Background: an optimization exercise with open tools, aiming at small area and a short achievable clock period. Do not read the settings as production practice. Where RTL was checked, it was by simulation tests only, not by an equivalence proof against the original. The RTL of runs 1 to 5 was laid out without a check of its function. No activity file was given, so power comes from the tool's default toggle rates.

File: design/flow/config.mk
export PLATFORM = sky130hd
export DESIGN_NAME = cordic
export DESIGN_NICKNAME = cordic
export VERILOG_FILES = /design/flow/design.v
export SDC_FILE = /design/flow/constraint.sdc
export NUM_CORES = 4
export LEC_CHECK = 0
export ABC_AREA = 1
export CAP_MARGIN = 20
export CORE_MARGIN = 2
export CORE_UTILIZATION = 40
export SLEW_MARGIN = 20
File: design/flow/constraint.sdc
create_clock -name core_clock -period 16.0 [get_ports {clk}]
set_input_delay 3.2000 -clock core_clock [delete_from_list [all_inputs] [get_ports {clk}]]
set_output_delay 3.2000 -clock core_clock [all_outputs]
set_load 0.01 [all_outputs]
File: design/flow/design.v
module add_bk #(parameter N = 16) (
    input  [N-1:0] a,
    input  [N-1:0] b,
    input          ci,
    output [N-1:0] s
);
    wire [N-1:0] c;
    bk_carry #(N) i_carry (.a(a), .b(b), .ci(ci), .c(c));
    assign s = a ^ b ^ c;
endmodule
module bk_carry #(parameter N = 16) (
    input  [N-1:0] a,
    input  [N-1:0] b,
    input          ci,
    output [N-1:0] c
);
    localparam L = (N <= 2) ? 1 : (N <= 4) ? 2 : (N <= 8) ? 3 : (N <= 16) ? 4 : (N <= 32) ? 5 : 6;
    wire [N-1:0] p0 = a ^ b;
    wire [N-1:0] g0 = a & b;
    wire [N*2*L-1:0] G;
    wire [N*2*L-1:0] P;
    assign G[N-1:0] = {g0[N-1:1], g0[0] | (p0[0] & ci)};
    assign P[N-1:0] = p0;
    genvar l, i;
    generate
        for (l = 0; l < L; l = l + 1) begin : up
            for (i = 0; i < N; i = i + 1) begin : bt
                if (((i + 1) % (2 << l)) == 0) begin : node
                    assign G[(l+1)*N+i] = G[l*N+i] | (P[l*N+i] & G[l*N+i-(1<<l)]);
                    assign P[(l+1)*N+i] = P[l*N+i] & P[l*N+i-(1<<l)];
                end else begin : pass
                    assign G[(l+1)*N+i] = G[l*N+i];
                    assign P[(l+1)*N+i] = P[l*N+i];
                end
            end
        end
        for (l = L - 2; l >= 0; l = l - 1) begin : down
            for (i = 0; i < N; i = i + 1) begin : bt
                if (((i + 1) % (2 << l)) == (1 << l) && i >= (2 << l)) begin : node
                    assign G[(2*L-1-l)*N+i] = G[(2*L-2-l)*N+i] | (P[(2*L-2-l)*N+i] & G[(2*L-2-l)*N+i-(1<<l)]);
                    assign P[(2*L-1-l)*N+i] = P[(2*L-2-l)*N+i] & P[(2*L-2-l)*N+i-(1<<l)];
                end else begin : pass
                    assign G[(2*L-1-l)*N+i] = G[(2*L-2-l)*N+i];
                    assign P[(2*L-1-l)*N+i] = P[(2*L-2-l)*N+i];
                end
            end
        end
    endgenerate
    wire [N-1:0] gf = G[(2*L-1)*N +: N];
    assign c = {gf[N-2:0], ci};
endmodule
module cordic (
    input clk,
    input rst_n,
    input start,
    input [15:0] angle,
    output reg [15:0] cos,
    output reg [15:0] sin
);
    reg [16:0] r;
    reg [3:0] cnt;
    wire d = ~r[16];
    wire idle = cnt[3] & cnt[2] & cnt[1];
    reg [14:0] e;
    always @(*) begin
        case (cnt)
            4'd0:  e = 15'h6487;
            4'd1:  e = 15'h3B58;
            4'd2:  e = 15'h1F5B;
            4'd3:  e = 15'h0FEA;
            4'd4:  e = 15'h07FD;
            4'd5:  e = 15'h03FF;
            4'd6:  e = 15'h01FF;
            4'd7:  e = 15'h00FF;
            4'd8:  e = 15'h007F;
            4'd9:  e = 15'h003F;
            4'd10: e = 15'h001F;
            4'd11: e = 15'h000F;
            4'd12: e = 15'h0007;
            4'd13: e = 15'h0003;
            default: e = 15'h0000;
        endcase
    end
    wire [15:0] tc_sh = sin >> cnt;
    wire [15:0] ts_sh = cos >> cnt;
    wire [15:0] tc = {tc_sh[15:2], tc_sh[1:0] & {2{~idle}}};
    wire [15:0] ts = {ts_sh[15:2], ts_sh[1:0] & {2{~idle}}};
    wire [15:0] new_cos;
    wire [15:0] new_sin;
    wire [16:0] new_r;
    wire [15:0] cy_c;
    wire [15:0] cy_s;
    bk_carry #(16) i_cy_c (.a(cos ^ {16{d}}), .b(tc), .ci(1'b0), .c(cy_c));
    bk_carry #(16) i_cy_s (.a(sin ^ {16{~d}}), .b(ts), .ci(1'b0), .c(cy_s));
    assign new_cos = cos ^ tc ^ cy_c;
    assign new_sin = sin ^ ts ^ cy_s;
    add_bk #(17) i_add_r (.a(r), .b({2'b00, e} ^ {17{d}}), .ci(d), .s(new_r));
    wire lo = (cnt == 4'd0) && (r[15:0] < 16'd2516);
    always @(posedge clk) begin
        if (start) begin
            cos <= 16'h4DBA;
            sin <= 16'h0000;
            r <= {1'b0, angle};
        end else begin
            cos <= new_cos;
            sin <= new_sin;
            r <= {new_r[16], new_r[15] & ~lo, new_r[14:0]};
        end
    end
    always @(posedge clk or negedge rst_n) begin
        if (!rst_n)
            cnt <= 4'hF;
        else if (start)
            cnt <= 4'h0;
        else if (cnt != 4'hF)
            cnt <= cnt + 4'h1;
    end
endmodule
File: design/flow/flow/run.sh
#!/bin/bash
# Standard layout, with repair_timing aiming for extra setup slack so that the
# achieved period, not just the 16 ns clock, is optimised, and plain buffers
# (instead of delay cells) on the ports.
set -euo pipefail
bash standard.sh SETUP_SLACK_MARGIN=11.8 'BUFFER_PORTS_ARGS=-buffer_cell sky130_fd_sc_hd__buf_2' finish > standard_flow.log 2>&1
File: design/flow/standard.sh
#!/bin/bash
# synth_recipe.tcl (not shown) runs the flow's synth.tcl, then flattens the netlist and writes it again
# the make line also repeats each setting of config.mk as NAME=value (left out here)
make -C /OpenROAD-flow-scripts/flow DESIGN_CONFIG=/design/flow/config.mk WORK_HOME=/design/flow/orfs CLKGATE_MAP_FILE= SYNTH_SCRIPT=/design/flow/synth_recipe.tcl "${@:-finish}"
==> run_results.csv, run 1 <==
group,metric,value,unit
critical_path,crit_path_end_kind,"output pin",
sta,timing.final.crit_share,26.01,%
global_routing,grt_max_degree,40,
sta,tightest_slew,0.6603,ns
critical_path,worstSetupPathType,"flop to output pin",
global_routing,grtUsageTotal,21.20,%
synth,syn-num-nets,835,
final_layout,nets,886,
sta,min_period,4.161,ns
final_layout,drive_above_1_share,16.85,%
global_routing,gr-total-overflow,0,
sta,relSlewSlack,55.98,%
synth,syn_inst,761,
synth,yosysWarnings,1,
synth,syn_avg_cell_area,6.933,um^2
critical_path,crit_buf_inv,1,
floorplan,rows,41,
synth,yosys.area.top_type,"dfxtp_1",
synth,ys.flop_type,"dfxtp_1",
run_status,status,"no timing/DRC/antenna violations",
placed_design,io_buffers,50,
global_routing,antenna_found_initial,0,
detailed_routing,route.detailed.drc,0,
critical_path,cp-start-kind,"flop",
power,powerDensity,218.6,nW/um^2
sta,setup-violations-final,0,
detailed_routing,totalWireLength,14870,um
clock_tree,cts_sinks,53,
sta,rsz0062_at_grt,"yes",
floorplan,ioPinCount,51,
critical_path,rrSetupSlack,12.05,ns
floorplan,die_x,118.9,um
synth,async_flop_share,7.547,%
min_path,min_path_type,"flop to flop",
critical_path,startpoint,"sin[6]",
floorplan,core,12770,um^2
clock_tree,cts_tree,"yes",
synth,ys_types,45,
clock_tree,clockBufferDepth,2,
critical_path,reg2reg_depth,20,
detailed_routing,met2_wirelength,6834,um
global_routing,grt_first_pass_wirelength,24180,um
clock_tree,clk_latency,0.31,ns
floorplan,chipHeight,118.9,um
sta,drv_slew,0,
clock_tree,numCtsBuffers,5,
global_routing,grt_pass1_vias,4833,
critical_path,cp-endpoint,"sin[6]",
critical_path,cpPeakStageDelay,0.47,ns
synth,synthesis.area,5276,um^2
final_layout,n_antenna_cell,0,
power,ir_worst_vdd,0.08056,mV
critical_path,r2r_end,"r[15]",
power,p_leak,2.966,nW
sta,fin_skew,0.008273,ns
synth,synth_edf_count,0,
critical_path,crit_path_top_delay_cell,"dfxtp_1",
sta,worst_slack,11.84,ns
critical_path,cp.depth,1,
placed_design,post-dp-hpwl,10670,um
detailed_routing,top_layer_used,"met4",
sta,hold_viol,0,
detailed_routing,drt_iter0_markers,420,
clock_tree,root_buffer,"clkbuf_16",
clock_tree,ctsHoldBuffers,0,
synth,synth-seq-cells,53,
floorplan,die-area,14130,um^2
detailed_routing,drt_pre_antenna_iters,5,
detailed_routing,vias_per_cell,5.302,
clock_tree,htree_levels,2,
critical_path,critPathTopFamily,"flip-flops",
detailed_routing,vias,5222,
sta,tns,0,ns
floorplan,start_util,41.31,%
detailed_routing,wl_met3,866,um
critical_path,arrival,0.96,ns
detailed_routing,ant_nets,0,
critical_path,critPathMaxFanout,5,
synth,yosys-top-cells-area,"dfxtp_1 19%, nand2_1 13%, ha_1 11%",
synth,yosys.area.top_type_share,18.59,%
detailed_routing,wl_per_cell,15.09,um
synth,ys_seq_area_share,20.58,%
flow_run,drv_cap,0,
detailed_routing,wl_met1,6867,um
sta,fmax,240.3,MHz
placed_design,post-place-ws,10.73,ns
critical_path,required,12.80,ns
critical_path,r2r_start,"cnt[0]",
final_layout,syn_to_final_growth,13.35,%
placed_design,gp_congestion,1.008,
clock_tree,clk_pin_slew,0.07,ns
critical_path,worstPathCellList,"buf_2",
worst min-delay path, stage by stage, from the launching register on:
cell	delay, ns
dfxtp_1	0.32
nand2_1	0.07
a31oi_1	0.08
per-stage QoR:
| stage | std cells | power [W] | utilization [%] | hold slack, ns | instance area [um^2] |
|---|---|---|---|---|---|
| 6_report | 985 | 0.001307 | 46.82 | 0.5033 | 5981 |
| 5_1_grt | 985 | 0.001455 | 46.82 | 0.5256 | 5981 |
| 4_1_cts | 977 | 0.001298 | 45.97 | 0.5006 | 5872 |
| 3_5_place_dp | 957 | 0.001168 | 43.84 | 0.4848 | 5600 |
| 3_3_place_gp | 957 | 0.001131 | 43.84 | 0.4650 | 5600 |
| 2_1_floorplan | 761 | 0.0009650 | - | 0.4534 | 5276 |
layer usage:
metal / track usage, % / vias to the layer above
met5: 0 / -
met4: 5.357 / 0
met3: 3.784 / 28
met2: 34.66 / 161
met1: 28.86 / 2427
li1: - / 2606
logic make-up after synthesis:
group                    synth area share, %
buffers and inverters                  7.896
XOR/XNOR                               13.45
flip-flops                             20.58
multiplexers                           1.138
AND/OR/NAND/NOR                        26.37
AO/OA/AOI/OAI                          16.39
adder cells (fa/ha/maj)                14.18
sequential cells by signal, indices dropped and copies added, names as in the netlist:
| name | flops |
|---|---|
| r | 17 |
| cnt | 4 |
| sin | 16 |
| cos | 16 |
cells in the mapped netlist (all sizes together), types with 5 or more instances:
| cell type | number |
|---|---|
| xor2 | 56 |
| mux2i | 6 |
| fa | 8 |
| inv | 71 |
| a21o | 8 |
| nand3 | 44 |
| dfxtp | 49 |
| buf | 20 |
| or2 | 8 |
| o211ai | 11 |
| a21oi | 54 |
| nor2 | 51 |
| nand2 | 199 |
| a31oi | 5 |
| ha | 47 |
| o21ai | 63 |
| xnor2 | 25 |
| clkbuf | 7 |
power by group:
part / leakage, nW / total (W) / switching (W) / internal [W]
Combinational: 2.45 / 0.000933 / 0.000549 / 0.000383
Sequential: 0.456 / 0.000261 / 0.0000680 / 0.000193
Clock: 0.0631 / 0.000114 / 0.0000552 / 0.0000583
cells in the final DEF, fill, tap and decap left out, drive strengths merged, types with 8 or more instances in the layout:
cell type,netlist,layout
nand2,199,199
inv,71,70
buf,20,70
o21ai,63,63
xor2,56,56
a21oi,54,54
nor2,51,51
dfxtp,49,49
ha,47,47
nand3,44,44
xnor2,25,25
o211ai,11,11
a21o,8,8
fa,8,8
or2,8,8
worst min path at each step:
stage | startpoint | to | slack (ns) | depth (start not counted)
2_1_floorplan | r[0] | r[0] | 0.45 | 2
3_3_place_gp | r[0] | r[0] | 0.46 | 2
3_5_place_dp | r[0] | r[0] | 0.48 | 2
4_1_cts | r[0] | r[0] | 0.50 | 2
5_1_grt | r[0] | r[0] | 0.53 | 2
6_report | r[0] | r[0] | 0.50 | 2
cell type report:
type / count / area (um^2)
Clock inverter: 2 / 15.01
Sequential cell: 53 / 1106
Tap cell: 172 / 215.2
Inverter: 71 / 285.3
Clock buffer: 6 / 128.9
Timing Repair Buffer: 70 / 410.4
Fill cell: 1296 / 6793
Multi-Input combinational cell: 610 / 3812
Timing Repair inverter: 1 / 7.507
repair_timing:
action,4_1_cts,5_1_grt
gates cloned,1,0
resized for setup,10,17
pin swaps,0,3
endpoints found under the hold margin,0,0
setup buffers,11,8
endpoints found under the setup margin,39,8
==> run 2, diff against run 1 <==
--- a/design/flow/design.v
+++ b/design/flow/design.v
@@ -96,3 +96,5 @@
     assign new_sin = sin ^ ts ^ cy_s;
-    add_bk #(17) i_add_r (.a(r), .b({2'b00, e} ^ {17{d}}), .ci(d), .s(new_r));
+    wire [16:0] cy_r;
+    bk_carry #(17) i_cy_r (.a(r ^ {17{d}}), .b({2'b00, e}), .ci(1'b0), .c(cy_r));
+    assign new_r = r ^ {2'b00, e} ^ cy_r;
     wire lo = (cnt == 4'd0) && (r[15:0] < 16'd2516);
==> run_results.csv, run 2 <==
group,metric,value,unit
run_status,status,"no timing/DRC/antenna violations",
sta,setup-violations-final,0,
synth,synthesis.area,5408,um^2
synth,syn_avg_cell_area,6.627,um^2
synth,yosysWarnings,1,
synth,syn-num-nets,882,
sta,whs,0.5655,ns
final_layout,final_common_cell,"nand2_1",
synth,async_flop_share,7.547,%
flow_run,drv_cap,0,
global_routing,antenna_found_initial,0,
placed_design,io_buffers,50,
min_path,min_path_type,"flop to flop",
synth,synth.most_common_cell,"nand2_1",
min_path,hold_path.startpoint,"r[15]",
synth,yosys.area.top_type_share,18.14,%
floorplan,rows,42,
critical_path,cp-start-kind,"flop",
synth,synth_top_family_by_area,"simple AND/OR/NAND/NOR gates",
detailed_routing,totalWireLength,14200,um
synth,synthMuxAreaShare,0.7404,%
critical_path,critPathTopFamily,"flip-flops",
detailed_routing,drt_iter0_markers,318,
critical_path,crit_buf_inv,1,
critical_path,worstSetupPathType,"flop to output pin",
synth,synthSimpleGateAreaFrac,26.17,%
global_routing,grt_first_pass_wirelength,23830,um
critical_path,required,12.80,ns
clock_tree,root_buffer,"clkbuf_16",
global_routing,grt_max_degree,43,
synth,synth_edf_count,0,
floorplan,start_util,40.84,%
detailed_routing,wl_per_cell,13.88,um
sta,fmax,240.1,MHz
sta,tightest_slew,0.5720,ns
synth,ys.flop_type,"dfxtp_1",
clock_tree,clockBufferDepth,2,
synth,synth-seq-cells,53,
detailed_routing,drt_pre_antenna_iters,5,
global_routing,gr-total-overflow,0,
sta,rsz0062_at_grt,"no",
critical_path,startpoint,"cos[10]",
final_layout,layout_common_cells,"191 x nand2_1, 80 x inv_1, 68 x a21oi_1",
synth,ys_types,45,
synth,syn_inst,816,
final_layout,syn_to_final_growth,9.810,%
final_layout,fin_util,44.84,%
floorplan,die_x,120.3,um
power,ir_worst_vdd,0.07589,mV
global_routing,grt_pass1_vias,4922,
sta,min_period,4.164,ns
clock_tree,cts_sinks,53,
final_layout,drive_above_1_share,12.99,%
detailed_routing,vias,5178,
clock_tree,ctsHoldBuffers,0,
critical_path,crit_path_end_kind,"output pin",
clock_tree,htree_levels,2,
synth,synth_xor_xnor_area_share,15.55,%
final_layout,regMostFlops,"r",
power,p_leak,2.966,nW
critical_path,arrival,0.96,ns
clock_tree,numCtsBuffers,5,
final_layout,n_antenna_cell,0,
final_layout,largest_reg_flops,17,
floorplan,ioPinCount,51,
placed_design,post-dp-hpwl,10620,um
synth,synth_compound_area_share,17.84,%
sta,hold_viol,0,
final_layout,layoutNonFillerInstCount,1023,
placed_design,dp_cells,1014,
synth,yosys.area.top_type,"dfxtp_1",
placed_design,gp_congestion,0.9282,
power,p_total,0.001286,W
synth,synth_fa_ha_area_share,10.87,%
power,powerDensity,216.5,nW/um^2
final_layout,largestRegisters,"r x17, cos x16, sin x16",
clock_tree,clk_pin_slew,0.08,ns
clock_tree,cts_tree,"yes",
critical_path,r2r_start,"cnt[1]",
global_routing,grtUsageTotal,20.32,%
synth,synth_common_cells,"192 x nand2_1, 81 x inv_1, 68 x a21oi_1, 64 x o21ai_0, 54 x xor2_1",
clock_tree,clk_latency,0.31,ns
floorplan,die-area,14460,um^2
sta,drv_slew,0,
sta,fin_skew,0.007063,ns
synth,yosys-top-cells-area,"dfxtp_1 18%, nand2_1 13%, ha_1 11%",
detailed_routing,vias_per_cell,5.062,
critical_path,critPathMaxFanout,5,
floorplan,chipHeight,120.3,um
detailed_routing,ant_nets,0,
detailed_routing,route.detailed.drc,0,
critical_path,worstPathCellList,"buf_2",
critical_path,cpPeakStageDelay,0.47,ns
sta,relSlewSlack,61.87,%
synth,ys_seq_area_share,20.08,%
final_layout,nets,912,
sta,timing.final.crit_share,26.03,%
sta,tns,0,ns
floorplan,core,13240,um^2
critical_path,crit_path_top_delay_cell,"dfxtp_1",
run 2: cell types whose count changed after synthesis, moves of 3 or more:
cell	previous run	this run
xnor2_1	25	42
inv_1	65	81
nand2_1	176	192
a21oi_1	53	68
o21ai_0	52	64
nand3_1	42	52
o21ai_1	11	2
fa_1	8	0
clkbuf_1	6	13
nand2_4	5	1
nor2_1	47	43
o211ai_1	10	6
or2_1	4	1
or2_2	3	6
run 2: power breakdown:
part	internal, W	total (W)	switching, W
Sequential	0.000191	0.000271	0.0000800
Combinational	0.000367	0.000882	0.000515
Clock	0.0000745	0.000132	0.0000577
run 2: kinds of logic (layout without fill, tap and decap cells):
group | count (synthesis) | count (layout)
AOI/OAI and AO/OA | 172 | 172
and+or+nand+nor | 328 | 328
adders and majority gates | 47 | 47
DFF | 53 | 53
muxes | 4 | 4
xor gates and xnor gates | 96 | 96
buffers and inverters | 116 | 147
run 2: per-stage QoR:
step           worst slack (ns)  cell area, um^2
2_1_floorplan             11.89             5408
3_3_place_gp              11.32             5748
3_5_place_dp              11.31             5748
4_1_cts                   11.81             5918
5_1_grt                   11.80             5938
6_report                  11.84             5938
run 2: per-layer routing:
metal  vias up  wire [um]  GRT usage [%]
li1       2731          -              -
met4         0        159          5.160
met1      2330       7079          27.86
met5         -          0              0
met2       108       6345          33.59
met3         9        613          2.877
run 2: path summary, 6_finish.rpt:
| path | slack [ns] | endpoint | cells past startpoint |
|---|---|---|---|
| min reg2reg | 0.57 | r[16] | 3 |
| min in group asynchronous | 2.87 | cnt[2] | 1 |
| max in group asynchronous | 13.10 | cnt[3] | 1 |
| min | 0.57 | r[16] | 3 |
| max reg2reg | 12.24 | cos[15] | 19 |
| max | 11.84 | cos[10] | 1 |
run 2: final cells by class:
class / instances / area (um^2)
fillers: 1491 / 7305
clock buffers: 6 / 128.9
flip-flops and latches: 53 / 1092
clock inverters: 2 / 38.79
multi-input cells: 647 / 3851
repair inverters: 1 / 5.005
well taps: 176 / 220.2
inverters: 85 / 322.8
repair buffers: 53 / 279.0
run 2: timing repair:
| action | in CTS | in global routing |
|---|---|---|
| resized for setup | 1 | 5 |
| buffers inserted | 0 | 0 |
| endpoints found under the hold margin | 0 | 0 |
| endpoints found under the setup margin | 6 | 15 |
| cloned | 0 | 1 |
==> run 3, diff against run 2 <==
--- a/design/flow/design.v
+++ b/design/flow/design.v
@@ -6,13 +6,3 @@
 );
-    wire [N-1:0] c;
-    bk_carry #(N) i_carry (.a(a), .b(b), .ci(ci), .c(c));
-    assign s = a ^ b ^ c;
-endmodule
-module bk_carry #(parameter N = 16) (
-    input  [N-1:0] a,
-    input  [N-1:0] b,
-    input          ci,
-    output [N-1:0] c
-);
-    localparam L = (N <= 2) ? 1 : (N <= 4) ? 2 : (N <= 8) ? 3 : (N <= 16) ? 4 : (N <= 32) ? 5 : 6;
+    localparam L = $clog2(N);
     wire [N-1:0] p0 = a ^ b;
@@ -49,3 +39,49 @@
     wire [N-1:0] gf = G[(2*L-1)*N +: N];
-    assign c = {gf[N-2:0], ci};
+    assign s = p0 ^ {gf[N-2:0], ci};
+endmodule
+module add_sk #(parameter N = 16) (
+    input  [N-1:0] a,
+    input  [N-1:0] b,
+    input          ci,
+    output [N-1:0] s
+);
+    localparam L = $clog2(N);
+    wire [N-1:0] p0 = a ^ b;
+    wire [N-1:0] g0 = a & b;
+    wire [N*(L+1)-1:0] G;
+    wire [N*(L+1)-1:0] P;
+    assign G[N-1:0] = {g0[N-1:1], g0[0] | (p0[0] & ci)};
+    assign P[N-1:0] = p0;
+    genvar l, i;
+    generate
+        for (l = 0; l < L; l = l + 1) begin : lv
+            for (i = 0; i < N; i = i + 1) begin : bt
+                if ((i >> l) % 2 == 1) begin : node
+                    assign G[(l+1)*N+i] = G[l*N+i] | (P[l*N+i] & G[l*N+((i>>l)<<l)-1]);
+                    assign P[(l+1)*N+i] = P[l*N+i] & P[l*N+((i>>l)<<l)-1];
+                end else begin : pass
+                    assign G[(l+1)*N+i] = G[l*N+i];
+                    assign P[(l+1)*N+i] = P[l*N+i];
+                end
+            end
+        end
+    endgenerate
+    wire [N-1:0] gf = G[L*N +: N];
+    assign s = p0 ^ {gf[N-2:0], ci};
+endmodule
+module add_rc #(parameter N = 16) (
+    input  [N-1:0] a,
+    input  [N-1:0] b,
+    input          ci,
+    output [N-1:0] s
+);
+    wire [N:0] c;
+    assign c[0] = ci;
+    genvar i;
+    generate
+        for (i = 0; i < N; i = i + 1) begin : bt
+            assign c[i+1] = (a[i] & b[i]) | (c[i] & (a[i] ^ b[i]));
+        end
+    endgenerate
+    assign s = a ^ b ^ c[N-1:0];
 endmodule
@@ -90,11 +126,5 @@
     wire [16:0] new_r;
-    wire [15:0] cy_c;
-    wire [15:0] cy_s;
-    bk_carry #(16) i_cy_c (.a(cos ^ {16{d}}), .b(tc), .ci(1'b0), .c(cy_c));
-    bk_carry #(16) i_cy_s (.a(sin ^ {16{~d}}), .b(ts), .ci(1'b0), .c(cy_s));
-    assign new_cos = cos ^ tc ^ cy_c;
-    assign new_sin = sin ^ ts ^ cy_s;
-    wire [16:0] cy_r;
-    bk_carry #(17) i_cy_r (.a(r ^ {17{d}}), .b({2'b00, e}), .ci(1'b0), .c(cy_r));
-    assign new_r = r ^ {2'b00, e} ^ cy_r;
+    add_bk #(16) i_add_c (.a(cos), .b(tc ^ {16{d}}), .ci(d), .s(new_cos));
+    add_bk #(16) i_add_s (.a(sin), .b(ts ^ {16{~d}}), .ci(~d), .s(new_sin));
+    add_bk #(17) i_add_r (.a(r), .b({2'b00, e} ^ {17{d}}), .ci(d), .s(new_r));
     wire lo = (cnt == 4'd0) && (r[15:0] < 16'd2516);
==> design/flow/flow/run.sh (replaced) <==
#!/bin/bash
# The standard layout with three changes:
#  - Yosys's ABC step maps with an area-oriented script (flow/abc_area.script)
#    instead of ORFS's; everything else in the synthesis, including the
#    flip-flop mapping, is the standard synthesis script unchanged;
#  - repair_timing aims for extra setup slack (SETUP_SLACK_MARGIN) so that
#    the achieved period, not just the 16 ns clock, is optimised;
#  - the ports get plain buffers (buf_2) instead of delay cells.
set -euo pipefail
here=$(pwd)
{
  head -n 1 synth_recipe.tcl
  cat <<EOT
proc abc {args} {
  set i [lsearch -exact \$args -script]
  if {\$i >= 0} { set args [lreplace \$args [expr {\$i + 1}] [expr {\$i + 1}] $here/flow/abc_area.script] }
  yosys abc {*}\$args
}
EOT
  tail -n +2 synth_recipe.tcl
} > synth_area.tcl
bash standard.sh SYNTH_SCRIPT="$here/synth_area.tcl" SETUP_SLACK_MARGIN=11.8 \
  'BUFFER_PORTS_ARGS=-buffer_cell sky130_fd_sc_hd__buf_2' finish > standard_flow.log 2>&1
==> design/flow/flow/abc_area.script (new file) <==
strash
ifraig
dc2
strash
&get -n
&dch -f
&nf -a
&put
==> run_results.csv, run 3 <==
group,metric,value,unit
clock_tree,root_buffer,"clkbuf_16",
synth,async_flop_share,7.547,%
final_layout,regMostFlops,"r",
global_routing,grt_first_pass_wirelength,22560,um
sta,relSlewSlack,52.88,%
run_status,status,"no timing/DRC/antenna violations",
detailed_routing,drt_iter0_markers,295,
critical_path,worst_path_most_repeated_cell,"o21a_1",
final_layout,largest_reg_flops,17,
final_layout,drive_above_1_share,24.65,%
clock_tree,numCtsBuffers,5,
clock_tree,clk_latency,0.30,ns
final_layout,nets,726,
synth,ys_types,36,
synth,ys.flop_type,"dfxtp_1",
clock_tree,cts_sinks,53,
sta,drv_slew,0,
floorplan,die_x,111.1,um
critical_path,worstSetupPathType,"flop to flop",
detailed_routing,totalWireLength,13700,um
sta,min_period,4.721,ns
critical_path,crit_buf_inv,0,
critical_path,r2r_end,"cos[15]",
synth,synth_edf_count,0,
synth,ys_seq_area_share,23.68,%
placed_design,gp_congestion,0.9066,
power,powerDensity,248.3,nW/um^2
global_routing,antenna_found_initial,0,
detailed_routing,ant_nets,0,
detailed_routing,wl_per_cell,17.48,um
critical_path,r2r_start,"cnt[0]",
floorplan,chipHeight,111.1,um
global_routing,gr-usage-met2,35.79,%
sta,tns,0,ns
floorplan,ioPinCount,51,
critical_path,crit_path_top_delay_cell,"dfstp_4",
placed_design,post_dp_cell_area,5081,um^2
power,ir_worst_vdd,0.09428,mV
final_layout,largestRegisters,"r x17, cos x16, sin x16",
detailed_routing,route.detailed.drc,0,
critical_path,arrival,4.92,ns
power,p_leak,2.496,nW
power,p_total,0.001456,W
clock_tree,htree_levels,2,
critical_path,cp-start-kind,"flop",
synth,yosysWarnings,1,
floorplan,rows,39,
min_path,min_path_type,"flop to flop",
critical_path,critPathTopFamily,"compound AO/OA/AOI/OAI gates",
synth,yosys-top-cells-area,"dfxtp_1 21%, ha_1 12%, fa_1 10%",
global_routing,grt_max_degree,66,
final_layout,layout_common_cells,"64 x nor2_1, 51 x nand2_1, 51 x xnor2_1",
synth,synth.most_common_cell,"nor2_1",
sta,whs,0.5709,ns
sta,rsz0062_at_grt,"yes",
critical_path,reg2reg_depth,26,
placed_design,post-dp-hpwl,9248,um
final_layout,n_antenna_cell,0,
critical_path,cpPeakStageDelay,0.72,ns
final_layout,syn_to_final_growth,27.86,%
global_routing,grt_pass1_vias,4336,
sta,worst_slack,11.28,ns
synth,yosys.area.top_type,"dfxtp_1",
global_routing,grtUsageMet3,2.734,%
clock_tree,cts_tree,"yes",
synth,synth_common_cells,"67 x nor2_1, 54 x nand2_1, 53 x xnor2_1, 49 x dfxtp_1, 46 x a21oi_1",
sta,hold_viol,0,
critical_path,critPathMaxFanout,8,
final_layout,n_fill_cell,1074,
floorplan,core,11320,um^2
sta,fmax,211.8,MHz
final_layout,fin_area,5863,um^2
global_routing,top_usage_layer,"met2",
critical_path,cp-endpoint,"cos[15]",
detailed_routing,drt_pre_antenna_iters,6,
sta,timing.final.crit_share,29.50,%
synth,syn_avg_cell_area,8.492,um^2
floorplan,die-area,12340,um^2
placed_design,io_buffers,50,
synth,synth-seq-cells,53,
final_layout,final_common_cell,"nor2_1",
critical_path,rrSetupSlack,11.28,ns
critical_path,cp.depth,26,
critical_path,required,16.20,ns
sta,tightest_slew,0.7060,ns
synth,yosys.area.top_type_share,21.39,%
global_routing,use_met1,31.22,%
sta,setup-violations-final,0,
synth,synthesis.area,4586,um^2
clock_tree,clk_pin_slew,0.07,ns
global_routing,gr-total-overflow,0,
placed_design,post-place-ws,10.47,ns
sta,fin_skew,0.004216,ns
flow_run,drv_cap,0,
synth,syn_inst,540,
clock_tree,clockBufferDepth,2,
floorplan,start_util,40.51,%
global_routing,grtUsageTotal,22.47,%
synth,syn-num-nets,626,
detailed_routing,vias_per_cell,5.477,
critical_path,crit_path_end_kind,"flop",
critical_path,startpoint,"cnt[0]",
detailed_routing,vias,4294,
## run 3: cell types whose count changed after synthesis, moves of 18 or more
| cell | change |
|---|---|
| inv_1 | -81 |
| mux2i_1 | +19 |
| fa_1 | +24 |
| nor2_1 | +24 |
| o21ai_0 | -26 |
| xor2_1 | -47 |
| nand2_2 | -18 |
| nand2_1 | -138 |
| a21oi_1 | -22 |
| clkinv_1 | +37 |
| nand3_1 | -48 |
## run 3: layer usage
| metal | vias up | share of wire (%) |
|---|---|---|
| li1 | 2089 | - |
| met1 | 2052 | 47 |
| met2 | 120 | 46 |
| met3 | 33 | 4.3 |
| met4 | 0 | 3.0 |
| met5 | - | 0 |
## run 3: what timing repair did
item                                    in CTS  in global routing
hold buffers                                 0                  0
pin swaps                                   19                 17
endpoints found under the setup margin      29                 26
cloned                                       1                  0
gates resized for setup                     55                 17
endpoints found under the hold margin        0                  0
setup buffers                               30                 11
## run 3: logic make-up after synthesis
kind of cell | after synthesis | share of synthesized area [%]
AO/OA/AOI/OAI | 146 | 19.37
XOR/XNOR | 60 | 11.46
adder cells (fa/ha/maj) | 67 | 22.21
buffers and inverters | 37 | 3.029
flip-flops | 53 | 23.68
multiplexers | 32 | 7.231
AND/OR/NAND/NOR | 145 | 13.01
## run 3: how the worst min path moves through the flow
stage / from / end / cells past startpoint
2_1_floorplan: r[0] / r[0] / 2
3_3_place_gp: r[0] / r[0] / 2
3_5_place_dp: r[0] / r[0] / 2
4_1_cts: r[0] / r[0] / 2
5_1_grt: r[0] / r[0] / 2
6_report: r[0] / r[0] / 2
## run 3: area by class of cell
class	count	area [um^2]	share of cell area [%]
well taps	143	178.9	3.052
clock inverters	1	5.005	0.08536
flip-flops and latches	53	1109	18.91
inverters	37	172.7	2.945
multi-input cells	450	3608	61.55
clock buffers	7	152.6	2.603
repair buffers	93	636.9	10.86
## run 3: through the flow
| step | util, % | instances |
|---|---|---|
| 6_report | 51.79 | 784 |
| 2_1_floorplan | - | 540 |
| 5_1_grt | 51.79 | 784 |
| 3_5_place_dp | 44.88 | 734 |
| 3_3_place_gp | 44.88 | 734 |
| 4_1_cts | 50.44 | 773 |
## run 3: where the power goes
group          total, W  switching (W)  internal [W]  leakage, nW
clock network  0.000117      0.0000504     0.0000664       0.0799
registers      0.000278      0.0000797      0.000199        0.456
logic           0.00106       0.000536      0.000525         1.96
total           0.00146       0.000666      0.000790         2.50
## run 3: worst min-delay path: cells and delay by family, from the launching register on
family | cells | cell delay, ns
flip-flops | 1 | 0.32
XOR/XNOR | 1 | 0.14
AO/OA/AOI/OAI | 1 | 0.06
==> run 4, diff against run 3 <==
==> design/flow/flow/abc_area.script (replaced) <==
&get -n
&st
&dch
&nf
&put
==> run_results.csv, run 4 <==
group,metric,value,unit
critical_path,worstSetupPathType,"flop to output pin",
synth,synth.most_common_cell,"xnor2_1",
placed_design,dp_cells,708,
critical_path,crit_buf_inv,1,
flow_run,drv_cap,0,
final_layout,layoutNonFillerInstCount,737,
global_routing,top_usage_layer,"met2",
synth,syn_inst,513,
clock_tree,root_buffer,"clkbuf_16",
clock_tree,numCtsBuffers,5,
placed_design,post-dp-hpwl,8633,um
floorplan,die-area,12720,um^2
critical_path,critPathTopFamily,"flip-flops",
power,powerDensity,253.5,nW/um^2
power,ir_worst_vdd,0.1187,mV
clock_tree,ctsHoldBuffers,0,
sta,timing.final.crit_share,26.24,%
global_routing,grt_max_degree,66,
detailed_routing,vias_per_cell,5.575,
synth,yosys-top-cells-area,"dfxtp_1 21%, ha_1 11%, xnor2_1 11%",
power,p_total,0.001454,W
sta,min_period,4.198,ns
critical_path,required,12.80,ns
global_routing,grt_first_pass_wirelength,20120,um
global_routing,grtUsageTotal,19.44,%
synth,synth_common_cells,"57 x xnor2_1, 51 x nand2_1, 49 x dfxtp_1, 43 x ha_1",
synth,syn-num-nets,599,
sta,setup-violations-final,0,
final_layout,regMostFlops,"r",
sta,rsz0062_at_grt,"yes",
sta,drv_slew,0,
critical_path,startpoint,"cos[8]",
floorplan,ioPinCount,51,
synth,ys_seq_area_share,22.95,%
global_routing,gr-usage-met2,30.54,%
final_layout,syn_to_final_growth,21.15,%
clock_tree,clockBufferDepth,2,
global_routing,gr-total-overflow,0,
clock_tree,cts_sinks,53,
min_path,min_path_type,"flop to flop",
floorplan,chipHeight,112.8,um
power,p_leak,2.350,nW
global_routing,grtUsageMet3,3.428,%
clock_tree,clk_latency,0.30,ns
critical_path,crit_path_end_kind,"output pin",
final_layout,n_antenna_cell,0,
detailed_routing,vias,4109,
clock_tree,htree_levels,2,
critical_path,critPathMaxFanout,6,
min_path,hold_path.startpoint,"cos[0]",
critical_path,reg2reg_depth,15,
sta,tns,0,ns
synth,yosys.area.top_type,"dfxtp_1",
run_status,status,"no timing/DRC/antenna violations",
critical_path,cp-start-kind,"flop",
synth,yosys.area.top_type_share,20.73,%
critical_path,r2r_end,"sin[15]",
sta,relSlewSlack,45.75,%
sta,tightest_slew,0.8137,ns
critical_path,r2r_start,"cnt[0]",
final_layout,largest_reg_flops,17,
synth,ys.flop_type,"dfxtp_1",
clock_tree,cts_tree,"yes",
detailed_routing,drt_iter0_markers,264,
synth,async_flop_share,7.547,%
min_path,whs_endpoint,"cos[0]",
synth,ys_types,39,
global_routing,antenna_found_initial,0,
critical_path,cpPeakStageDelay,0.51,ns
sta,fmax,238.2,MHz
detailed_routing,totalWireLength,12470,um
min_path,hold_depth,2,
floorplan,core,11470,um^2
synth,yosysWarnings,1,
final_layout,nets,679,
synth,synth_edf_count,0,
critical_path,arrival,1.00,ns
placed_design,gp_congestion,0.8701,
clock_tree,clk_pin_slew,0.07,ns
final_layout,layout_common_cells,"57 x xnor2_1, 51 x nand2_1, 50 x buf_2",
final_layout,final_common_cell,"xnor2_1",
critical_path,worstPathCellList,"buf_2",
final_layout,n_fill_cell,1070,
floorplan,rows,39,
detailed_routing,wl_per_cell,16.92,um
sta,hold_viol,0,
floorplan,die_x,112.8,um
detailed_routing,drt_pre_antenna_iters,5,
synth,syn_avg_cell_area,9.224,um^2
critical_path,rrSetupSlack,11.88,ns
synth,synth-seq-cells,53,
sta,fin_skew,0.007054,ns
detailed_routing,route.detailed.drc,0,
critical_path,crit_path_top_delay_cell,"dfxtp_1",
global_routing,use_met1,27.57,%
final_layout,largestRegisters,"r x17, cos x16, sin x16",
detailed_routing,ant_nets,0,
critical_path,cp.depth,1,
floorplan,start_util,41.27,%
placed_design,io_buffers,50,
synth,synthesis.area,4732,um^2
global_routing,grt_pass1_vias,3989,
final_layout,drive_above_1_share,21.38,%
==> run 4: layout make-up <==
| class | instances | area (um^2) | share of cell area, % |
|---|---|---|---|
| clock buffers | 6 | 128.9 | 2.248 |
| inverters | 35 | 136.4 | 2.379 |
| flip-flops and latches | 53 | 1101 | 19.21 |
| clock inverters | 2 | 35.03 | 0.6111 |
| multi-input cells | 425 | 3697 | 64.49 |
| repair buffers | 73 | 455.4 | 7.944 |
| well taps | 143 | 178.9 | 3.121 |
==> run 4: where the power goes <==
part	internal (W)	leakage (nW)	switching, W
Clock	0.0000738	0.0808	0.0000516
Sequential	0.000198	0.455	0.0000743
Combinational	0.000492	1.81	0.000563
Total	0.000764	2.35	0.000689
==> run 4: what timing repair did <==
action / CTS / global route
buffers inserted: 10 / 11
resized for setup: 23 / 28
pin swaps: 4 / 18
endpoints found under the setup margin: 33 / 11
==> run 4: stage by stage <==
step	hold WS, ns	setup slack (ns)	util, %	instance area, um^2
floorplan	0.5247	11.78	-	4742
global placement	0.5532	11.03	45.23	5186
detailed placement	0.5611	10.92	45.23	5186
CTS	0.5705	11.81	48.09	5514
global route	0.5916	11.72	49.99	5733
finish	0.5651	11.80	49.99	5733
==> run 4: worst max path at each step <==
stage,to
after floorplan,r[15]
after global placement,r[15]
after detailed placement,r[15]
after CTS,cos[15]
after global routing,sin[15]
final,cos[8]
==> run 4: layer usage <==
metal / share of wire [%] / vias up
li1: - / 1997
met1: 48 / 1990
met2: 46 / 107
met3: 4.9 / 15
met4: 1.6 / 0
met5: 0 / -
==> run 4: logic make-up (layout without fill, tap and decap cells) <==
| logic type | count (synthesis) | after routing | synth area share [%] |
|---|---|---|---|
| xor+xnor | 65 | 65 | 12.03 |
| fa+ha+maj | 67 | 67 | 21.52 |
| compound gates | 122 | 122 | 15.71 |
| simple gates | 116 | 116 | 10.44 |
| flops | 53 | 53 | 22.95 |
| mux | 55 | 55 | 14.57 |
| buf+inv | 35 | 116 | 2.776 |
==> run 5, diff against run 4 <==
==> design/flow/flow/abc_area.script (replaced) <==
strash
dch
map -B 0.9
topo
==> run_results.csv, run 5 <==
group,metric,value,unit
placed_design,gp_congestion,0.9985,
detailed_routing,totalWireLength,14800,um
sta,rsz0062_at_grt,"yes",
sta,tightest_slew,0.4484,ns
synth,yosys-top-cells-area,"dfxtp_1 19%, nand2_1 17%, ha_1 11%",
global_routing,gr-total-overflow,0,
global_routing,grt_max_degree,55,
floorplan,rows,40,
critical_path,cpPeakStageDelay,0.44,ns
final_layout,nets,902,
final_layout,regMostFlops,"r",
placed_design,post_dp_cell_area,5532,um^2
synth,synth-seq-cells,53,
clock_tree,clk_latency,0.31,ns
floorplan,start_util,41.39,%
synth,ys_seq_area_share,21.58,%
power,powerDensity,226.2,nW/um^2
floorplan,die_x,116.2,um
clock_tree,cts_sinks,53,
final_layout,n_fill_cell,1287,
floorplan,ioPinCount,51,
run_status,status,"no timing/DRC/antenna violations",
placed_design,post-dp-hpwl,11160,um
synth,syn_avg_cell_area,6.738,um^2
critical_path,worstSetupPathType,"flop to output pin",
synth,synth_edf_count,0,
floorplan,core,12160,um^2
clock_tree,clockBufferDepth,2,
critical_path,required,12.80,ns
floorplan,die-area,13500,um^2
clock_tree,htree_levels,2,
final_layout,final_common_cell,"nand2_1",
placed_design,io_buffers,50,
final_layout,layout_common_cells,"232 x nand2_1, 94 x nand3_1, 83 x clkinv_1",
power,p_total,0.001329,W
detailed_routing,drt_iter0_markers,262,
sta,drv_slew,0,
synth,ys.flop_type,"dfxtp_1",
synth,yosys.area.top_type,"dfxtp_1",
synth,async_flop_share,7.547,%
detailed_routing,drt_pre_antenna_iters,5,
clock_tree,clk_pin_slew,0.08,ns
flow_run,drv_cap,0,
sta,tns,0,ns
critical_path,critPathTopFamily,"flip-flops",
sta,relSlewSlack,69.79,%
placed_design,post-place-ws,10.92,ns
synth,syn_inst,747,
synth,synthesis.area,5034,um^2
sta,hold_viol,0,
final_layout,n_antenna_cell,0,
critical_path,crit_path_end_kind,"output pin",
synth,synth_common_cells,"233 x nand2_1, 94 x nand3_1, 88 x clkinv_1, 53 x nor2_1, 49 x dfxtp_1",
critical_path,crit_path_top_delay_cell,"dfxtp_1",
sta,fin_skew,0.007732,ns
global_routing,grt_pass1_vias,5077,
final_layout,largest_reg_flops,17,
final_layout,fin_area,5873,um^2
synth,synth.most_common_cell,"nand2_1",
clock_tree,numCtsBuffers,5,
power,p_leak,2.727,nW
final_layout,drive_above_1_share,12.48,%
critical_path,crit_buf_inv,1,
detailed_routing,vias,5137,
detailed_routing,ant_nets,0,
floorplan,chipHeight,116.2,um
synth,yosysWarnings,1,
sta,min_period,4.130,ns
critical_path,cp-start-kind,"flop",
detailed_routing,wl_per_cell,15.03,um
critical_path,rrSetupSlack,12.12,ns
synth,syn-num-nets,833,
sta,worst_slack,11.87,ns
global_routing,antenna_found_initial,0,
critical_path,arrival,0.93,ns
critical_path,worstPathCellList,"buf_2",
clock_tree,cts_tree,"yes",
clock_tree,root_buffer,"clkbuf_16",
min_path,min_path_type,"flop to flop",
global_routing,grt_first_pass_wirelength,24240,um
final_layout,syn_to_final_growth,16.68,%
detailed_routing,route.detailed.drc,0,
global_routing,grtUsageTotal,22.91,%
synth,yosys.area.top_type_share,19.49,%
sta,fmax,242.1,MHz
detailed_routing,vias_per_cell,5.215,
sta,whs,0.4823,ns
sta,setup-violations-final,0,
sta,timing.final.crit_share,25.81,%
critical_path,critPathMaxFanout,4,
power,ir_worst_vdd,0.09919,mV
clock_tree,ctsHoldBuffers,0,
final_layout,largestRegisters,"r x17, cos x16, sin x16",
synth,ys_types,28,
## run 5: logic make-up after synthesis
family / synth area share (%)
buffers and inverters: 6.562
AO/OA/AOI/OAI: 10.86
XOR/XNOR: 8.352
AND/OR/NAND/NOR: 32.41
flip-flops: 21.58
adder cells (fa/ha/maj): 20.23
## run 5: cell type report
cell class,count,area [um^2],share of cell area (%)
timing repair buffer,62,359.1,6.114
inverter,88,361.6,6.157
tap,168,210.2,3.579
multi-input combinational,606,3670,62.48
clock inverter,2,38.79,0.6604
sequential,53,1105,18.81
clock buffer,6,128.9,2.194
## run 5: final timing paths
kind,startpoint,endpoint,cells after the start
worst max-delay path,cos[7],cos[7],1
worst min-delay path,r[0],r[0],2
worst max register to register,cnt[0],cos[15],23
worst min register to register,r[0],r[0],2
max in group asynchronous,rst_n,cnt[1],1
min in group asynchronous,rst_n,cnt[3],1
## run 5: per-layer routing
metal	up-vias	share of wire [%]	GRT usage, %
met4	0	1.9	7.063
met2	126	50	40.94
met1	2422	44	28.69
li1	2569	-	-
met5	-	0	0
met3	20	4.2	3.114
## run 5: report_power, final
| group | internal (W) | switching (W) |
|---|---|---|
| registers | 0.000196 | 0.0000586 |
| logic | 0.000389 | 0.000556 |
| clock network | 0.0000744 | 0.0000548 |
| total | 0.000659 | 0.000669 |
## run 5: repair_timing
action	CTS	global route
setup buffers	1	6
gates resized for setup	16	20
pin swaps	0	1
setup endpoints to repair	44	21
## run 5: through the flow
| step | instances | util, % |
|---|---|---|
| 5_1_grt | 985 | 48.29 |
| 2_1_floorplan | 747 | - |
| 6_report | 985 | 48.29 |
| 4_1_cts | 979 | 47.37 |
| 3_5_place_dp | 970 | 45.48 |
| 3_3_place_gp | 970 | 45.48 |
==> run 6, diff against run 5 <==
--- a/design/flow/design.v
+++ b/design/flow/design.v
@@ -6,3 +6,3 @@
 );
-    localparam L = $clog2(N);
+    localparam L = (N <= 2) ? 1 : (N <= 4) ? 2 : (N <= 8) ? 3 : (N <= 16) ? 4 : (N <= 32) ? 5 : 6;
     wire [N-1:0] p0 = a ^ b;
@@ -47,3 +47,3 @@
 );
-    localparam L = $clog2(N);
+    localparam L = (N <= 2) ? 1 : (N <= 4) ? 2 : (N <= 8) ? 3 : (N <= 16) ? 4 : (N <= 32) ? 5 : 6;
     wire [N-1:0] p0 = a ^ b;
==> design/flow/flow/run.sh (replaced) <==
#!/bin/bash
# The standard layout with these changes:
#  - synthesis: no full/half-adder cell extraction (ADDER_MAP_FILE empty), so
#    ABC sees whole register-to-register paths, and ABC maps with a
#    delay-constrained area-recovering script (flow/abc_map.script) instead
#    of ORFS's; the rest of the standard synthesis script, including the
#    flip-flop mapping, flattening and renaming, is unchanged;
#  - repair_timing aims for extra setup slack (SETUP_SLACK_MARGIN) so that
#    the achieved period, not just the 16 ns clock, is optimised;
#  - the ports get plain buffers (buf_2) instead of delay cells.
set -euo pipefail
here=$(pwd)
{
  head -n 1 synth_recipe.tcl
  cat <<EOT
proc abc {args} {
  set i [lsearch -exact \$args -script]
  if {\$i >= 0} { set args [lreplace \$args [expr {\$i + 1}] [expr {\$i + 1}] $here/flow/abc_map.script] }
  yosys abc {*}\$args
}
EOT
  tail -n +2 synth_recipe.tcl
} > synth_map.tcl
bash standard.sh SYNTH_SCRIPT="$here/synth_map.tcl" ADDER_MAP_FILE= SETUP_SLACK_MARGIN=11.8 \
  'BUFFER_PORTS_ARGS=-buffer_cell sky130_fd_sc_hd__buf_2' finish > standard_flow.log 2>&1
==> design/flow/flow/abc_map.script (new file) <==
strash
dch
map -D 2000
topo
stime -c
buffer -c
upsize -c
dnsize -c
removed: design/flow/flow/abc_area.script
==> run_results.csv, run 6 <==
group,metric,value,unit
detailed_routing,drt_iter0_markers,284,
sta,drv_slew,0,
critical_path,crit_buf_inv,1,
global_routing,grt_pass1_vias,4625,
final_layout,nets,880,
sta,tightest_slew,0.9443,ns
critical_path,crit_path_top_delay_cell,"dfxtp_1",
clock_tree,clk_latency,0.31,ns
synth,syn_avg_cell_area,6.053,um^2
sta,setup-violations-final,0,
final_layout,syn_to_final_growth,10.04,%
detailed_routing,drt_pre_antenna_iters,7,
global_routing,grt_max_degree,59,
floorplan,die-area,13540,um^2
synth,yosys.area.top_type,"dfxtp_1",
power,ir_worst_vdd,0.09054,mV
clock_tree,cts_tree,"yes",
clock_tree,clk_pin_slew,0.08,ns
final_layout,layout_common_cells,"204 x nand2_1, 116 x nor2_1, 91 x inv_1",
placed_design,io_buffers,50,
sta,fin_skew,0.008229,ns
synth,syn_inst,834,
final_layout,n_fill_cell,1368,
placed_design,post-dp-hpwl,10210,um
placed_design,dp_cells,1025,
clock_tree,clockBufferDepth,2,
floorplan,rows,41,
global_routing,antenna_found_initial,0,
detailed_routing,vias,5219,
final_layout,final_common_cell,"nand2_1",
critical_path,required,12.80,ns
critical_path,rrSetupSlack,12.13,ns
synth,ys.flop_type,"dfxtp_1",
critical_path,cpPeakStageDelay,0.43,ns
global_routing,top_usage_layer,"met2",
detailed_routing,wl_per_cell,13.44,um
flow_run,drv_cap,0,
floorplan,start_util,40.50,%
critical_path,worstSetupPathType,"flop to output pin",
clock_tree,cts_sinks,53,
final_layout,n_antenna_cell,0,
detailed_routing,ant_nets,0,
synth,synthesis.area,5049,um^2
global_routing,use_met1,30.27,%
critical_path,worstPathCellList,"buf_2",
synth,synth_edf_count,0,
global_routing,grtUsageTotal,20.87,%
clock_tree,root_buffer,"clkbuf_16",
synth,yosysWarnings,1,
synth,yosys-top-cells-area,"dfxtp_1 19%, nand2_1 15%, xor2_1 9.2%",
synth,async_flop_share,7.547,%
power,powerDensity,231.8,nW/um^2
sta,relSlewSlack,36.97,%
critical_path,crit_path_end_kind,"output pin",
sta,rsz0062_at_grt,"no",
run_status,status,"no timing/DRC/antenna violations",
floorplan,die_x,116.3,um
detailed_routing,totalWireLength,13900,um
critical_path,arrival,0.91,ns
final_layout,drive_above_1_share,12.18,%
sta,tns,0,ns
critical_path,critPathTopFamily,"flip-flops",
global_routing,grtUsageMet3,2.854,%
final_layout,largestRegisters,"r x17, cos x16, sin x16",
synth,synth-seq-cells,53,
global_routing,gr-usage-met2,32.95,%
global_routing,grt_first_pass_wirelength,22640,um
synth,synth.most_common_cell,"nand2_1",
clock_tree,numCtsBuffers,5,
sta,min_period,4.110,ns
synth,yosys.area.top_type_share,19.43,%
power,p_leak,2.689,nW
critical_path,cp-start-kind,"flop",
detailed_routing,vias_per_cell,5.047,
critical_path,critPathMaxFanout,5,
placed_design,gp_congestion,0.9260,
floorplan,core,12470,um^2
final_layout,regMostFlops,"r",
sta,timing.final.crit_share,25.69,%
sta,fmax,243.3,MHz
synth,syn-num-nets,853,
floorplan,chipHeight,116.3,um
final_layout,largest_reg_flops,17,
synth,ys_types,57,
synth,ys_seq_area_share,21.51,%
clock_tree,htree_levels,2,
min_path,min_path_type,"flop to flop",
synth,synth_common_cells,"204 x nand2_1, 116 x nor2_1, 91 x inv_1, 70 x o21ai_0, 53 x xor2_1",
global_routing,gr-total-overflow,0,
final_layout,layoutNonFillerInstCount,1034,
sta,hold_viol,0,
floorplan,ioPinCount,51,
detailed_routing,route.detailed.drc,0,
## run 6: cell count changes after synthesis, sizes merged, moves of 43 or more
cell / change
inv: +96
clkinv: -87
nor2: +72
ha: -43
o21ai: +49
nand3: -74
## run 6: timing repair
action	4_1_cts	5_1_grt
setup endpoints to repair	27	21
buffers inserted	0	1
resized for setup	2	4
hold buffers	0	0
## run 6: metal layers
| metal | vias to the layer above | share of wire [%] |
|---|---|---|
| met1 | 2314 | 51 |
| met4 | 0 | 1.2 |
| met3 | 14 | 4.7 |
| met2 | 128 | 43 |
| li1 | 2763 | - |
| met5 | - | 0 |
## run 6: worst min-delay path, delay by kind of cell, from the launching register on
kind	cells	cell delay, ns
AND/OR/NAND/NOR	1	0.06
flip-flops	1	0.31
AO/OA/AOI/OAI	1	0.05
## run 6: power by group
group          leakage [nW]  switching, W  internal (W)
Sequential            0.454     0.0000467      0.000192
Combinational          2.15      0.000582      0.000333
Clock                0.0831     0.0000548     0.0000783
## run 6: cell type report
class	instances	area (um^2)	area share, %
clock buffers	6	138.9	2.500
clock inverters	2	37.54	0.6757
inverters	97	364.1	6.554
multi-input cells	651	3410	61.37
flip-flops and latches	53	1095	19.71
well taps	172	215.2	3.874
repair buffers	53	295.3	5.315
## run 6: cells by family after synthesis
group,after synthesis,synth area share (%)
buffers and inverters,130,10.95
muxes,2,0.3965
adders and majority gates,1,0.2230
DFF,53,21.51
AOI/OAI and AO/OA,207,25.75
and+or+nand+nor,382,30.93
xor gates and xnor gates,59,10.24
## run 6: final timing paths
kind | cells past startpoint | from | to
min in group asynchronous | 1 | rst_n | cnt[3]
worst max register to register | 16 | cnt[3] | cos[15]
worst min register to register | 2 | r[0] | r[0]
max in group asynchronous | 1 | rst_n | cnt[2]
worst min-delay path | 2 | r[0] | r[0]
worst max-delay path | 1 | cos[2] | cos[2]
## run 6: through the flow
| stage | worst slack, ns | utilization, % | instance area, um^2 | hold slack (ns) | total power (W) |
|---|---|---|---|---|---|
| floorplan | 11.88 | - | 5049 | 0.4424 | 0.0009644 |
| global placement | 11.21 | 42.84 | 5340 | 0.4597 | 0.001145 |
| detailed placement | 11.17 | 42.84 | 5340 | 0.4568 | 0.001147 |
| CTS | 11.81 | 44.30 | 5523 | 0.4724 | 0.001289 |
| global route | 11.80 | 44.56 | 5555 | 0.5054 | 0.001438 |
| finish | 11.89 | 44.56 | 5555 | 0.4667 | 0.001288 |
==> run 7, diff against run 6 <==
==> design/flow/flow/abc_map.script (replaced) <==
strash
dch
map -D 1750
topo
==> run_results.csv, run 7 <==
group,metric,value,unit
detailed_routing,wl_met3,930,um
detailed_routing,drt_pre_antenna_iters,5,
clock_tree,cts_tree,"yes",
final_layout,nets,932,
synth,syn_avg_cell_area,5.817,um^2
critical_path,crit_path_top_delay_cell,"dfxtp_1",
floorplan,rows,40,
final_layout,syn_to_final_growth,13.59,%
synth,ys_seq_area_share,21.89,%
critical_path,cp-start-kind,"flop",
critical_path,rrSetupSlack,12.12,ns
final_layout,fin_area,5637,um^2
clock_tree,clk_latency,0.32,ns
global_routing,gr-total-overflow,0,
synth,ys_types,32,
sta,timing.final.crit_share,25.86,%
synth,synth-seq-cells,53,
power,power_frac_seq,20.0,%
critical_path,cp.depth,1,
power,p_int,0.0005658,W
sta,drv_slew,0,
critical_path,r2r_start,"cnt[0]",
sta,tightest_slew,0.6873,ns
critical_path,crit_buf_inv,1,
floorplan,start_util,41.14,%
clock_tree,cts_sinks,53,
synth,synthesis.area,4962,um^2
power,p_leak,2.447,nW
power,netSwitchingFraction,53.90,%
critical_path,startpoint,"sin[4]",
sta,setup-violations-final,0,
floorplan,core,12060,um^2
synth,synth_edf_count,0,
run_status,status,"no timing/DRC/antenna violations",
detailed_routing,drt_iter0_markers,477,
synth,synth.most_common_cell,"nand2_1",
power,powerDensity,217.7,nW/um^2
detailed_routing,totalWireLength,14790,um
power,power_switching,0.0006615,W
clock_tree,ctsHoldBuffers,0,
sta,fin_skew,0.01081,ns
power,ir_worst_vdd,0.08237,mV
detailed_routing,vias_per_cell,5.240,
clock_tree,clockBufferDepth,2,
detailed_routing,wl_per_cell,13.67,um
final_layout,final_common_cell,"nand2_1",
clock_tree,root_buffer,"clkbuf_16",
sta,fmax,241.7,MHz
critical_path,crit_path_end_kind,"output pin",
floorplan,ioPinCount,51,
critical_path,required,12.80,ns
detailed_routing,top_layer_used,"met4",
final_layout,largest_reg_flops,17,
synth,yosys-top-cells-area,"dfxtp_1 20%, nand2_1 19%, o21ai_0 10%",
synth,yosys.area.top_type_share,19.77,%
placed_design,io_buffers,50,
synth,yosys.area.top_type,"dfxtp_1",
flow_run,drv_cap,0,
critical_path,r2r_end,"sin[11]",
final_layout,n_fill_cell,1319,
synth,yosysWarnings,1,
detailed_routing,route.detailed.drc,0,
critical_path,reg2reg_depth,15,
min_path,min_path_type,"flop to flop",
synth,async_flop_share,7.547,%
critical_path,worstSetupPathType,"flop to output pin",
floorplan,chipHeight,115.4,um
floorplan,die-area,13310,um^2
clock_tree,clk_pin_slew,0.08,ns
final_layout,drive_above_1_share,9.956,%
global_routing,grt_first_pass_wirelength,24600,um
global_routing,antenna_found_initial,0,
global_routing,grt_pass1_vias,4963,
placed_design,post-place-ws,10.39,ns
critical_path,critPathMaxFanout,6,
global_routing,grtUsageTotal,23.18,%
final_layout,n_antenna_cell,0,
sta,rsz0062_at_grt,"yes",
clock_tree,htree_levels,2,
critical_path,cpPeakStageDelay,0.45,ns
synth,ys.flop_type,"dfxtp_1",
synth,synth_common_cells,"248 x nand2_1, 102 x o21ai_0, 96 x nor2_1, 94 x clkinv_1, 55 x a21oi_1",
critical_path,cp-endpoint,"sin[4]",
detailed_routing,met2_wirelength,5983,um
power,p_clk_share,9.5,%
sta,hold_viol,0,
synth,syn_inst,853,
synth,syn-num-nets,872,
final_layout,regMostFlops,"r",
clock_tree,post-cts-setup-buffer-count,0,
critical_path,worstPathCellList,"buf_2",
placed_design,gp_congestion,0.9240,
detailed_routing,vias,5670,
sta,tns,0,ns
floorplan,die_x,115.4,um
final_layout,largestRegisters,"r x17, cos x16, sin x16",
detailed_routing,ant_nets,0,
critical_path,critPathTopFamily,"flip-flops",
detailed_routing,wl_met1,7644,um
critical_path,arrival,0.94,ns
final_layout,layout_common_cells,"248 x nand2_1, 99 x o21ai_0, 96 x nor2_1",
clock_tree,numCtsBuffers,5,
placed_design,post-dp-hpwl,10850,um
sta,relSlewSlack,52.99,%
sta,worst_slack,11.86,ns
sta,min_period,4.138,ns
global_routing,grt_max_degree,41,
power,power_frac_comb,70.4,%
placed_design,post_dp_cell_area,5446,um^2
## run 7: power by group through the flow
stage | clock network [W] | registers, W | logic [W]
floorplan | 0 | 0.000259 | 0.000649
global placement | 0 | 0.000249 | 0.000845
detailed placement | 0 | 0.000248 | 0.000847
CTS | 0.000120 | 0.000246 | 0.000853
global route | 0.000127 | 0.000254 | 0.00101
finish | 0.000117 | 0.000246 | 0.000865
## run 7: metrics by stage
step	util [%]	cells	power, W	hold slack (ns)
finish	46.73	1082	0.001227	0.4802
detailed placement	45.16	1074	0.001095	0.4612
CTS	46.54	1082	0.001218	0.4761
floorplan	-	853	0.0009081	0.4442
global route	46.73	1082	0.001389	0.4925
global placement	45.16	1074	0.001094	0.4601
## run 7: worst min path at each step
| stage | from | to | slack (ns) | cells after the start |
|---|---|---|---|---|
| final | r[0] | r[0] | 0.48 | 2 |
| after CTS | r[0] | r[0] | 0.48 | 2 |
| after detailed placement | r[0] | r[0] | 0.46 | 2 |
| after global placement | r[0] | r[0] | 0.46 | 2 |
| after global routing | r[0] | r[0] | 0.49 | 2 |
| after floorplan | r[0] | r[0] | 0.44 | 2 |
## run 7: logic make-up (layout without fill, tap and decap cells)
| family | count (synthesis) | count (layout) | synth area share, % |
|---|---|---|---|
| compound gates | 226 | 226 | 26.37 |
| buf+inv | 94 | 155 | 7.110 |
| xor+xnor | 50 | 50 | 8.825 |
| flops | 53 | 53 | 21.89 |
| simple gates | 430 | 430 | 35.80 |
## run 7: metal layers
metal	vias to the layer above	GRT usage [%]
met5	-	0
met3	15	5.061
met1	2454	34.13
li1	3011	-
met4	0	6.185
met2	190	33.96
## run 7: layout make-up
class                           instances  area [um^2]  share of cell area (%)
Clock buffer                            5        125.1                   2.220
Clock inverter                          3        22.52                  0.3996
Inverter                               94        366.6                   6.504
Multi-Input combinational cell        706         3543                   62.86
Sequential cell                        53         1090                   19.33
Tap cell                              168        210.2                   3.729
Timing Repair Buffer                   53        279.0                   4.950
## run 7: timing repair
item,CTS,global route
setup endpoints to repair,37,15
gates resized for setup,7,10
endpoints found under the hold margin,0,0
## run 7: worst register-to-register path, cell delays in order, from the launching register on
cell      delay, ns
dfstp_4        0.79
buf_6          0.30
nor2_1         0.08
a21oi_1        0.34
o21ai_0        0.17
o21ai_0        0.36
nand3_1        0.19
a21oi_1        0.20
a31oi_1        0.09
a21oi_1        0.25
o21bai_1       0.15
a21oi_2        0.27
o21ai_0        0.13
and2_2         0.20
o21a_1         0.17
nor3_1         0.11
==> run 8, diff against run 7 <==
==> design/flow/flow/abc_map.script (replaced) <==
strash
dch
map -D 2500
topo
==> run_results.csv, run 8 <==
group,metric,value,unit
sta,fmax,242.5,MHz
sta,timing.final.crit_share,25.77,%
critical_path,critPathTopFamily,"flip-flops",
detailed_routing,totalWireLength,14250,um
critical_path,worstPathCellList,"buf_2",
synth,syn-num-nets,793,
synth,synth.most_common_cell,"nand2_1",
clock_tree,numCtsBuffers,5,
sta,tns,0,ns
detailed_routing,met2_wirelength,6347,um
floorplan,start_util,40.64,%
final_layout,largest_reg_flops,17,
floorplan,rows,39,
placed_design,gp_congestion,0.9394,
floorplan,ioPinCount,51,
detailed_routing,wl_met3,711,um
synth,syn_avg_cell_area,5.944,um^2
synth,syn_inst,774,
detailed_routing,ant_nets,0,
critical_path,crit_path_end_kind,"output pin",
floorplan,chipHeight,111.2,um
detailed_routing,vias,5198,
final_layout,n_fill_cell,1220,
floorplan,die_x,111.2,um
sta,tightest_slew,0.6145,ns
critical_path,critPathMaxFanout,5,
global_routing,gr-total-overflow,0,
final_layout,regMostFlops,"r",
global_routing,grt_max_degree,37,
global_routing,grt_pass1_vias,4633,
sta,fin_skew,0.007405,ns
sta,relSlewSlack,57.97,%
global_routing,antenna_found_initial,0,
final_layout,final_common_cell,"nand2_1",
critical_path,worstSetupPathType,"flop to output pin",
synth,ys_seq_area_share,23.61,%
clock_tree,ctsHoldBuffers,0,
final_layout,syn_to_final_growth,19.39,%
floorplan,core,11320,um^2
critical_path,crit_path_top_delay_cell,"dfxtp_1",
clock_tree,cts_sinks,53,
floorplan,die-area,12380,um^2
sta,rsz0062_at_grt,"yes",
min_path,min_path_type,"flop to flop",
final_layout,largestRegisters,"r x17, cos x16, sin x16",
synth,yosys.area.top_type_share,21.32,%
clock_tree,htree_levels,2,
synth,synthesis.area,4601,um^2
clock_tree,clockBufferDepth,2,
final_layout,n_antenna_cell,0,
critical_path,cpPeakStageDelay,0.44,ns
power,powerDensity,230.3,nW/um^2
final_layout,layout_common_cells,"194 x nand2_1, 114 x nor2_1, 94 x clkinv_1",
run_status,status,"no timing/DRC/antenna violations",
critical_path,required,12.80,ns
placed_design,post-dp-hpwl,10030,um
placed_design,post_dp_cell_area,5046,um^2
final_layout,drive_above_1_share,14.32,%
clock_tree,root_buffer,"clkbuf_16",
clock_tree,cts_tree,"yes",
sta,hold_viol,0,
synth,ys_types,31,
synth,yosys.area.top_type,"dfxtp_1",
final_layout,nets,870,
detailed_routing,wl_per_cell,14.32,um
clock_tree,clk_pin_slew,0.07,ns
synth,synth-seq-cells,53,
sta,drv_slew,0,
global_routing,grtUsageTotal,22.39,%
synth,ys.flop_type,"dfxtp_1",
detailed_routing,drt_iter0_markers,364,
critical_path,crit_buf_inv,1,
power,p_leak,2.416,nW
placed_design,io_buffers,50,
synth,synth_edf_count,0,
flow_run,drv_cap,0,
detailed_routing,vias_per_cell,5.224,
detailed_routing,drt_pre_antenna_iters,5,
detailed_routing,route.detailed.drc,0,
final_layout,fin_area,5493,um^2
synth,yosysWarnings,1,
synth,yosys-top-cells-area,"dfxtp_1 21%, nand2_1 16%, xor2_1 12%",
critical_path,arrival,0.92,ns
sta,setup-violations-final,0,
sta,min_period,4.124,ns
synth,async_flop_share,7.547,%
final_layout,fin_util,48.52,%
clock_tree,clk_latency,0.31,ns
critical_path,cp-start-kind,"flop",
synth,synth_common_cells,"195 x nand2_1, 120 x nor2_1, 101 x clkinv_1, 100 x o21ai_0, 61 x xor2_1",
detailed_routing,top_layer_used,"met4",
power,ir_worst_vdd,0.1044,mV
detailed_routing,wl_met1,7026,um
global_routing,grt_first_pass_wirelength,22880,um
==> run 8: worst paths after layout <==
| path | startpoint | endpoint | slack (ns) | cells after the start |
|---|---|---|---|---|
| setup reg to reg | cnt[3] | sin[15] | 12.00 | 18 |
| hold / removal | r[0] | r[0] | 0.48 | 2 |
| min in group asynchronous | rst_n | cnt[3] | 2.87 | 1 |
| max in group asynchronous | rst_n | cnt[0] | 13.11 | 1 |
| setup / recovery | cos[6] | cos[6] | 11.88 | 1 |
| hold reg to reg | r[0] | r[0] | 0.48 | 2 |
==> run 8: metal layers <==
layer	up-vias	track usage, %
met2	145	35.20
met1	2334	31.98
met3	13	3.827
met5	-	0
met4	0	5.267
li1	2706	-
==> run 8: stage by stage <==
step | cells | hold slack, ns | setup WS [ns] | power [W]
after detailed placement | 969 | 0.4748 | 10.68 | 0.001073
after floorplan | 774 | 0.4537 | 11.91 | 0.0008863
after global routing | 995 | 0.5402 | 11.75 | 0.001409
after global placement | 969 | 0.4637 | 10.74 | 0.001055
final | 995 | 0.4826 | 11.88 | 0.001265
after CTS | 980 | 0.4911 | 11.82 | 0.001219
==> run 8: cell type report <==
class                      count  area (um^2)  share of cell area, %
multi-input combinational    620         3212                  58.47
sequential                    53         1101                  20.05
timing repair buffer          70        431.7                  7.859
inverter                     101        401.6                  7.312
tap                          143        178.9                  3.257
clock buffer                   6        128.9                  2.346
clock inverter                 2        38.79                 0.7062
==> run 8: timing repair <==
item	CTS	global route
cloned	0	0
resized for setup	16	33
pin swaps	1	7
endpoints found under the setup margin	39	16
buffers inserted	3	15
hold endpoints to repair	0	0
==> run 8: kinds of logic after synthesis <==
kind of cell | share of synthesized area [%]
AND/OR/NAND/NOR | 31.14
AO/OA/AOI/OAI | 22.98
buffers and inverters | 8.240
XOR/XNOR | 12.95
flip-flops | 23.61
multiplexers | 0.6527
adder cells (fa/ha/maj) | 0.4352
==> run 8: power breakdown <==
group | total, W | switching (W) | leakage, nW | internal (W)
sequential | 0.000245 | 0.0000507 | 0.455 | 0.000194
combinational | 0.000891 | 0.000558 | 1.88 | 0.000333
clock | 0.000129 | 0.0000549 | 0.0810 | 0.0000744
==> run 8: worst reg2reg max path, cell delays in order (launching register included) <==
cell	delay [ns]
dfstp_4	0.77
clkinv_2	0.31
nor2_1	0.48
nand2_1	0.11
o221ai_1	0.13
xor2_1	0.22
nor2_1	0.09
nor2_1	0.21
clkinv_1	0.14
nor4_1	0.34
a211oi_1	0.14
nand2_2	0.12
nand3_1	0.07
o211ai_1	0.18
a31oi_1	0.17
nor2_1	0.12
nor2_1	0.06
xor2_1	0.17
nor2_1	0.05

[separate check: timing with driven ports]
In the flow no input, the clock included, has a driving cell. The finished layouts below were timed again as built, in two steps. Step 1: set_driving_cell puts a clkbuf_16 on clk and a buf_2 on each other input, an assumption about the parent block. Step 2 adds t to the input delays and takes it off the output delays; t is the mean of the earliest and latest rising clock arrival at the registers after step 1. Input paths then give back, and output paths get back, about the clock's delay inside the block. Three values: ideal, step 1, step 2; two values: the first two.
| run | t, ns | slack for setup (ns) | worst data-port slew with drivers (ns) |
|---|---|---|---|
| run 1 | 0.351 | 11.839 / 11.796 / 11.613 | 0.03 |
| run 2 | 0.355 | 11.836 / 11.791 / 11.597 | 0.03 |
| run 3 | 0.333 | 11.279 / 11.279 / 11.279 | 0.04 |
| run 4 | 0.335 | 11.802 / 11.763 / 11.703 | 0.03 |
| run 5 | 0.348 | 11.870 / 11.829 / 11.682 | 0.03 |
| run 6 | 0.343 | 11.890 / 11.848 / 11.582 | 0.04 |
| run 7 | 0.349 | 11.862 / 11.824 / 11.636 | 0.03 |
| run 8 | 0.353 | 11.876 / 11.833 / 11.760 | 0.03 |
After both steps setup and hold are still met in every run listed. The setup slack of run 6, which loses most, moves by -0.042 ns with the drivers and by -0.308 ns with both steps.
